What follows belongs to an exercise in optimizing a design on an open flow for small area, a short achievable clock period and few clock cycles per item; a production flow would make more cautious choices.
The RTL was checked by simulation tests, not by an equivalence proof against the original design.

== try-pepper ==
==> flow/design.v (excerpt) <==
module conv_1d #(
    parameter DATA_WIDTH  = 8,
    parameter KERNEL_SIZE = 16
) (
    input logic clk,
    input logic arst_n,
    input  logic [DATA_WIDTH-1:0] signal_data,
    input  logic                  signal_vld,
    input  logic                  signal_last,
    output logic                  signal_rdy,
    input  logic [KERNEL_SIZE*DATA_WIDTH-1:0] kernel,
    output logic [DATA_WIDTH*2+$clog2(KERNEL_SIZE)-1:0] result_data,
    output logic                    result_vld,
    output logic                    result_last,
    input  logic                    result_rdy
);
Size: about 590 flip-flops, ~160 I/O pins.
==> flow/config.mk <==
export PLATFORM = sky130hd
export DESIGN_NAME = conv_1d
export DESIGN_NICKNAME = conv_1d
export VERILOG_FILES = /design/flow/design.v
export SDC_FILE = /design/flow/constraint.sdc
export NUM_CORES = 4
export LEC_CHECK = 0
export CAP_MARGIN = 20
export CORE_MARGIN = 2
export CORE_UTILIZATION = 40
export CTS_BUF_LIST = sky130_fd_sc_hd__clkbuf_16
export CTS_CLUSTER_DIAMETER = 60
export CTS_CLUSTER_SIZE = 20
export SETUP_SLACK_MARGIN = 3.4
export SLEW_MARGIN = 20
export SYNTH_HIERARCHICAL = 1
==> flow/constraint.sdc <==
create_clock -name core_clock -period 6.0 [get_ports {clk}]
set_input_delay 1.2000 -clock core_clock [delete_from_list [all_inputs] [get_ports {clk}]]
set_output_delay 1.2000 -clock core_clock [all_outputs]
set_load 0.01 [all_outputs]
run.sh (not shown) runs the stock make flow with config.mk's settings and CLKGATE_MAP_FILE= SYNTH_SCRIPT=/design/flow/synth_recipe.tcl, a recipe that flattens the netlist after the stock synthesis.
try-pepper went all the way through synthesis, placement and routing and the layout is clean on timing, DRC and antenna.
Testbench counts of try-pepper, summed over its fixed seeds: cycles 16,040, items 16,000.
What try-harbor does differently from try-pepper at the input level:
Settings: CTS_CLUSTER_SIZE: 20 -> unset; CORE_UTILIZATION: 40 -> 55; TNS_END_PERCENT: unset -> 10; CTS_CLUSTER_DIAMETER: 60 -> unset; CTS_BUF_LIST: sky130_fd_sc_hd__clkbuf_16 -> unset; PLACE_DENSITY: unset -> 0.65.
==> flow/flow/run.sh (new file) <==
#!/bin/bash
# The standard layout, with two changes: ports are buffered with plain
# buffers (buf_2, which the resizer may then size) instead of delay cells,
# and clock tree synthesis inserts no dummy loads.
set -euo pipefail
export BUFFER_PORTS_ARGS="-buffer_cell sky130_fd_sc_hd__buf_2"
export CTS_ARGS="-sink_clustering_enable -repair_clock_nets -dont_use_dummy_load -sink_clustering_size 25 -sink_clustering_max_diameter 80"
bash standard.sh > standard.log 2>&1
==> flow/standard.sh (new file) <==
#!/bin/bash
# synth_recipe.tcl (not shown) runs the flow's synth.tcl, then flattens the netlist and writes it again
# the make line also repeats each setting of config.mk as NAME=value (left out here)
make -C /OpenROAD-flow-scripts/flow DESIGN_CONFIG=/design/flow/config.mk WORK_HOME=/design/flow/orfs CLKGATE_MAP_FILE= SYNTH_SCRIPT=/design/flow/synth_recipe.tcl "${@:-finish}"
removed: flow/run.sh
==> notes.md <==
Die area | try-harbor < try-pepper
Run comparison: try-pepper capture point of the critical path r1_q[89]; try-harbor capture point of the critical path r1_q[155]
Changes observed in try-harbor relative to try-pepper: global-route wire length before repair lost about 2.3%, worst setup slack lost 98 ps, largest net degree at the start of global routing lost 9.
Edits applied to the flow inputs when going from try-harbor to try-nickel:
Settings: removing TNS_END_PERCENT (formerly 10); changing PLACE_DENSITY from 0.65 to 0.7; changing CORE_UTILIZATION from 55 to 40.
--- outcome ---
- Cmp try-nickel vs try-harbor: met2 capacity usage during global routing lower in try-nickel
- Diff try-harbor -> try-nickel | cell area | up by a few percent
- try-nickel vs try-harbor, slowest cell on the critical path: sky130_fd_sc_hd__fa_2 vs sky130_fd_sc_hd__fa_1
- Relative to try-harbor, layout-stage area growth over the synthesis result has increased by 5.0 points in try-nickel.
- On hold slack, try-harbor loses to try-nickel.
- try-nickel: no failed stages, no open violations at the end
- Clock latency at the later pin of the worst-skew pair: try-harbor vs try-nickel, no meaningful difference
Changes in try-umber relative to try-nickel:
Settings: SETUP_SLACK_MARGIN changed from 3.4 to 3.8; PLACE_DENSITY removed (was 0.7).
==> flow/run.sh (new file) <==
#!/bin/bash
# synth_recipe.tcl (not shown) runs the flow's synth.tcl, then flattens the netlist and writes it again
# the make line also repeats each setting of config.mk as NAME=value (left out here)
make -C /OpenROAD-flow-scripts/flow DESIGN_CONFIG=/design/flow/config.mk WORK_HOME=/design/flow/orfs CLKGATE_MAP_FILE= SYNTH_SCRIPT=/design/flow/synth_recipe.tcl finish
removed: flow/flow/run.sh
removed: flow/standard.sh
## What came out
- Comparing count of fill cells added during filler insertion for try-nickel and try-umber, the bigger number came from try-nickel.
- [compare] base=try-nickel new=try-umber: final clock period utilization by the worst path -1.3 points, routed wire length +about 5%, vias after detailed routing +1.3%, non-clock buffer count +about 40%.

---

conv_1d again, from the RTL that the note above started with.
Settings: LEC_CHECK=0, CAP_MARGIN=20, CORE_MARGIN=2, CORE_UTILIZATION=40, CTS_BUF_LIST=sky130_fd_sc_hd__clkbuf_4 sky130_fd_sc_hd__clkbuf_8, CTS_CLUSTER_SIZE=24, PLACE_DENSITY=0.75, SETUP_SLACK_MARGIN=3.3, SLEW_MARGIN=20, SYNTH_HIERARCHICAL=1; clock period 6.0 ns.
Stock flow here: none of the scripts above is used.
Testbench counts at the start, summed over its fixed seeds: cycles 16,040, items 16,000.
Change:
==> flow/flow/run.sh (new file) <==
#!/bin/bash
# The standard layout, with two changes: ports are buffered with plain
# buffers (buf_2, which the resizer may then size) instead of delay cells,
# and clock tree synthesis inserts no dummy loads.
set -euo pipefail
export BUFFER_PORTS_ARGS="-buffer_cell sky130_fd_sc_hd__buf_2"
export CTS_ARGS="-sink_clustering_enable -repair_clock_nets -dont_use_dummy_load -sink_clustering_size 25 -sink_clustering_max_diameter 80"
bash standard.sh > standard.log 2>&1
==> flow/standard.sh (new file) <==
#!/bin/bash
# synth_recipe.tcl (not shown) runs the flow's synth.tcl, then flattens the netlist and writes it again
# the make line also repeats each setting of config.mk as NAME=value (left out here)
make -C /OpenROAD-flow-scripts/flow DESIGN_CONFIG=/design/flow/config.mk WORK_HOME=/design/flow/orfs CLKGATE_MAP_FILE= SYNTH_SCRIPT=/design/flow/synth_recipe.tcl "${@:-finish}"
- ABC_AREA: default -> 1
- CTS_BUF_LIST: sky130_fd_sc_hd__clkbuf_4 sky130_fd_sc_hd__clkbuf_8 -> default
- CTS_CLUSTER_SIZE: 24 -> default
- PLACE_DENSITY: 0.75 -> default
- SETUP_SLACK_MARGIN: 3.3 -> 3.4
- TNS_END_PERCENT: default -> 10
removed: flow/run.sh
What happened: The changed run finished clean; worst setup slack gets better by 0.021 ns; cell area fell by a few percent; sequential cell count is unchanged; synthesized area rose slightly; cell count rose slightly; via count fell slightly.
Change:
- ABC_AREA: 1 -> default
Global-route usage rises by 0.49 points.
Via count falls slightly.
Setup slack improved by 0.042 ns.
Area after synthesis falls slightly.
Wire length rises by a few percent.
Sequential share of layout area falls by 0.33 points.
Worst hold slack improved by 0.0045 ns.
Core utilization rises by 0.48 points.
Change:
==> flow/run.sh (new file) <==
#!/bin/bash
# synth_recipe.tcl (not shown) runs the flow's synth.tcl, then flattens the netlist and writes it again
# the make line also repeats each setting of config.mk as NAME=value (left out here)
make -C /OpenROAD-flow-scripts/flow DESIGN_CONFIG=/design/flow/config.mk WORK_HOME=/design/flow/orfs CLKGATE_MAP_FILE= SYNTH_SCRIPT=/design/flow/synth_recipe.tcl finish
- CTS_BUF_LIST: default -> sky130_fd_sc_hd__clkbuf_4 sky130_fd_sc_hd__clkbuf_8
- CTS_CLUSTER_SIZE: default -> 24
- TNS_END_PERCENT: 10 -> default
removed: flow/flow/run.sh
removed: flow/standard.sh
Effect:
- The new run finished clean
- routed wire length goes up by 3.1%
- first-iteration DRC count goes down by 14%
- synthesized cell count stays the same
- clock-buffer cell count goes up by 122
- register-to-register slack gets better by 0.07 ns
- die area is unchanged
- final area goes up by 5.6%
- setup slack gets better by 0.035 ns

---

conv_1d again, from the RTL that the note above started with.
Design conv_1d, start of the top module:
module conv_1d #(
    parameter DATA_WIDTH  = 8,
    parameter KERNEL_SIZE = 16
) (
    input logic clk,
    input logic arst_n,
    input  logic [DATA_WIDTH-1:0] signal_data,
    input  logic                  signal_vld,
    input  logic                  signal_last,
    output logic                  signal_rdy,
    input  logic [KERNEL_SIZE*DATA_WIDTH-1:0] kernel,
    output logic [DATA_WIDTH*2+$clog2(KERNEL_SIZE)-1:0] result_data,
    output logic                    result_vld,
    output logic                    result_last,
    input  logic                    result_rdy
);
==> flow/config.mk <==
export PLATFORM = sky130hd
export DESIGN_NAME = conv_1d
export DESIGN_NICKNAME = conv_1d
export VERILOG_FILES = /design/flow/design.v
export SDC_FILE = /design/flow/constraint.sdc
export NUM_CORES = 4
export LEC_CHECK = 0
export CAP_MARGIN = 20
export CORE_MARGIN = 2
export CORE_UTILIZATION = 40
export SETUP_SLACK_MARGIN = 3.2
export SLEW_MARGIN = 20
export SYNTH_HIERARCHICAL = 1
export TNS_END_PERCENT = 10
==> flow/constraint.sdc <==
create_clock -name core_clock -period 6.0 [get_ports {clk}]
set_input_delay 1.2000 -clock core_clock [delete_from_list [all_inputs] [get_ports {clk}]]
set_output_delay 1.2000 -clock core_clock [all_outputs]
set_load 0.01 [all_outputs]
standard.sh (not shown) runs the stock make flow with config.mk's settings and CLKGATE_MAP_FILE= SYNTH_SCRIPT=/design/flow/synth_recipe.tcl, a recipe that flattens the netlist after the stock synthesis.
==> flow/flow/run.sh <==
#!/bin/bash
# The standard layout, with two changes: ports are buffered with plain
# buffers (buf_2, which the resizer may then size) instead of delay cells,
# and clock tree synthesis inserts no dummy loads.
set -euo pipefail
export BUFFER_PORTS_ARGS="-buffer_cell sky130_fd_sc_hd__buf_2"
export CTS_ARGS="-sink_clustering_enable -repair_clock_nets -dont_use_dummy_load -sink_clustering_size 25 -sink_clustering_max_diameter 80"
bash standard.sh > standard.log 2>&1
Testbench counts at the start, summed over its fixed seeds: cycles 16,040, items 16,000.
Rerun with:
- SETUP_SLACK_MARGIN: 3.2 -> 3.4
- TNS_END_PERCENT: 10 -> default
=> Global-route usage increases by 0.23 points. Utilization rises by 2.4 points. Die area is unchanged.
Rerun with:
==> flow/run.sh (new file) <==
#!/bin/bash
# synth_recipe.tcl (not shown) runs the flow's synth.tcl, then flattens the netlist and writes it again
# the make line also repeats each setting of config.mk as NAME=value (left out here)
make -C /OpenROAD-flow-scripts/flow DESIGN_CONFIG=/design/flow/config.mk WORK_HOME=/design/flow/orfs CLKGATE_MAP_FILE= SYNTH_SCRIPT=/design/flow/synth_recipe.tcl finish
removed: flow/flow/run.sh
removed: flow/standard.sh
Result: The changed run passed the timing, DRC and antenna checks. Wire length increases by 2.2%. Design area increases by 3.4%. Cell count increases by about 2%.
Rerun with:
==> flow/flow/run.sh (new file) <==
#!/bin/bash
# The standard layout, with two changes: ports are buffered with plain
# buffers (buf_2, which the resizer may then size) instead of delay cells,
# and clock tree synthesis inserts no dummy loads.
set -euo pipefail
export BUFFER_PORTS_ARGS="-buffer_cell sky130_fd_sc_hd__buf_2"
export CTS_ARGS="-sink_clustering_enable -repair_clock_nets -dont_use_dummy_load -sink_clustering_size 25 -sink_clustering_max_diameter 80"
bash standard.sh > standard.log 2>&1
==> flow/standard.sh (new file) <==
#!/bin/bash
# synth_recipe.tcl (not shown) runs the flow's synth.tcl, then flattens the netlist and writes it again
# the make line also repeats each setting of config.mk as NAME=value (left out here)
make -C /OpenROAD-flow-scripts/flow DESIGN_CONFIG=/design/flow/config.mk WORK_HOME=/design/flow/orfs CLKGATE_MAP_FILE= SYNTH_SCRIPT=/design/flow/synth_recipe.tcl "${@:-finish}"
- TNS_END_PERCENT: default -> 2
removed: flow/run.sh
Effect:
- first-iteration DRC count drops slightly
- core utilization drops by 3.7 points
- synthesized cell count is unchanged
- cell area drops by a little under a tenth
- clock-buffer cell count drops by 69
- wire length drops by a few percent
- via count drops slightly
- non-clock buffer count drops by 2
- global-route usage drops by 0.98 points
Rerun with:
--- a/flow/flow/run.sh
+++ b/flow/flow/run.sh
@@ -5,4 +5,4 @@
 set -euo pipefail
 export BUFFER_PORTS_ARGS="-buffer_cell sky130_fd_sc_hd__buf_2"
-export CTS_ARGS="-sink_clustering_enable -repair_clock_nets -dont_use_dummy_load -sink_clustering_size 25 -sink_clustering_max_diameter 80"
+export CTS_ARGS="-sink_clustering_enable -repair_clock_nets -dont_use_dummy_load"
 bash standard.sh > standard.log 2>&1
- TNS_END_PERCENT: 2 -> default
=> Synthesized cell count does not change; cell area is higher by 6.3%; via count hardly moves; synthesized area is unchanged.

==> separate check: timing with driven ports <==
The results above use ideal ports. As a check the final layouts listed here were re-extracted and re-timed, cells and wires unchanged.
Step 1 assumes that a clkbuf_16 drives the clock port and a buf_2 every other input.
Step 2 also shifts input and output timing later by t, the mid clock arrival at the registers, as if the neighbouring blocks saw the same clock.
Slacks: ideal / step 1 / step 2; pairs: ideal / step 1.
| run | t (ns) | slack for setup (ns) | latest minus earliest clock arrival (ns) | cell pins on the clock port's net |
|---|---|---|---|---|
| try-pepper | 0.705 | 3.363 / 3.361 / 2.656 | 0.039 / 0.038 | 1 |
| try-harbor | 0.654 | 3.266 / 3.302 / 2.648 | 0.069 / 0.070 | 1 |
| try-nickel | 0.651 | 3.316 / 3.337 / 2.686 | 0.055 / 0.055 | 1 |
| try-umber | 0.695 | 3.391 / 3.390 / 2.696 | 0.032 / 0.033 | 1 |
| the first run of note 2 | 0.795 | 3.245 / 3.246 / 2.451 | 0.049 / 0.048 | 1 |
| the second run of note 2 | 0.659 | 3.265 / 3.287 / 2.643 | 0.086 / 0.087 | 1 |
| the third run of note 2 | 0.655 | 3.308 / 3.286 / 2.631 | 0.054 / 0.054 | 1 |
| the fourth run of note 2 | 0.821 | 3.343 / 3.364 / 2.543 | 0.046 / 0.046 | 1 |
| the first run of note 3 | 0.655 | 3.122 / 3.120 / 2.464 | 0.051 / 0.051 | 1 |
| the second run of note 3 | 0.660 | 3.362 / 3.337 / 2.677 | 0.062 / 0.062 | 1 |
| the third run of note 3 | 0.694 | 3.354 / 3.347 / 2.653 | 0.027 / 0.027 | 1 |
| the fourth run of note 3 | 0.658 | 3.278 / 3.293 / 2.635 | 0.056 / 0.056 | 1 |
| the fifth run of note 3 | 0.674 | 3.367 / 3.350 / 2.675 | 0.055 / 0.055 | 1 |
After both steps setup and hold are still met in every run listed. For the fourth run of note 2, which loses most, drivers alone change the setup slack by +0.021 ns; drivers and shift together by -0.800 ns.
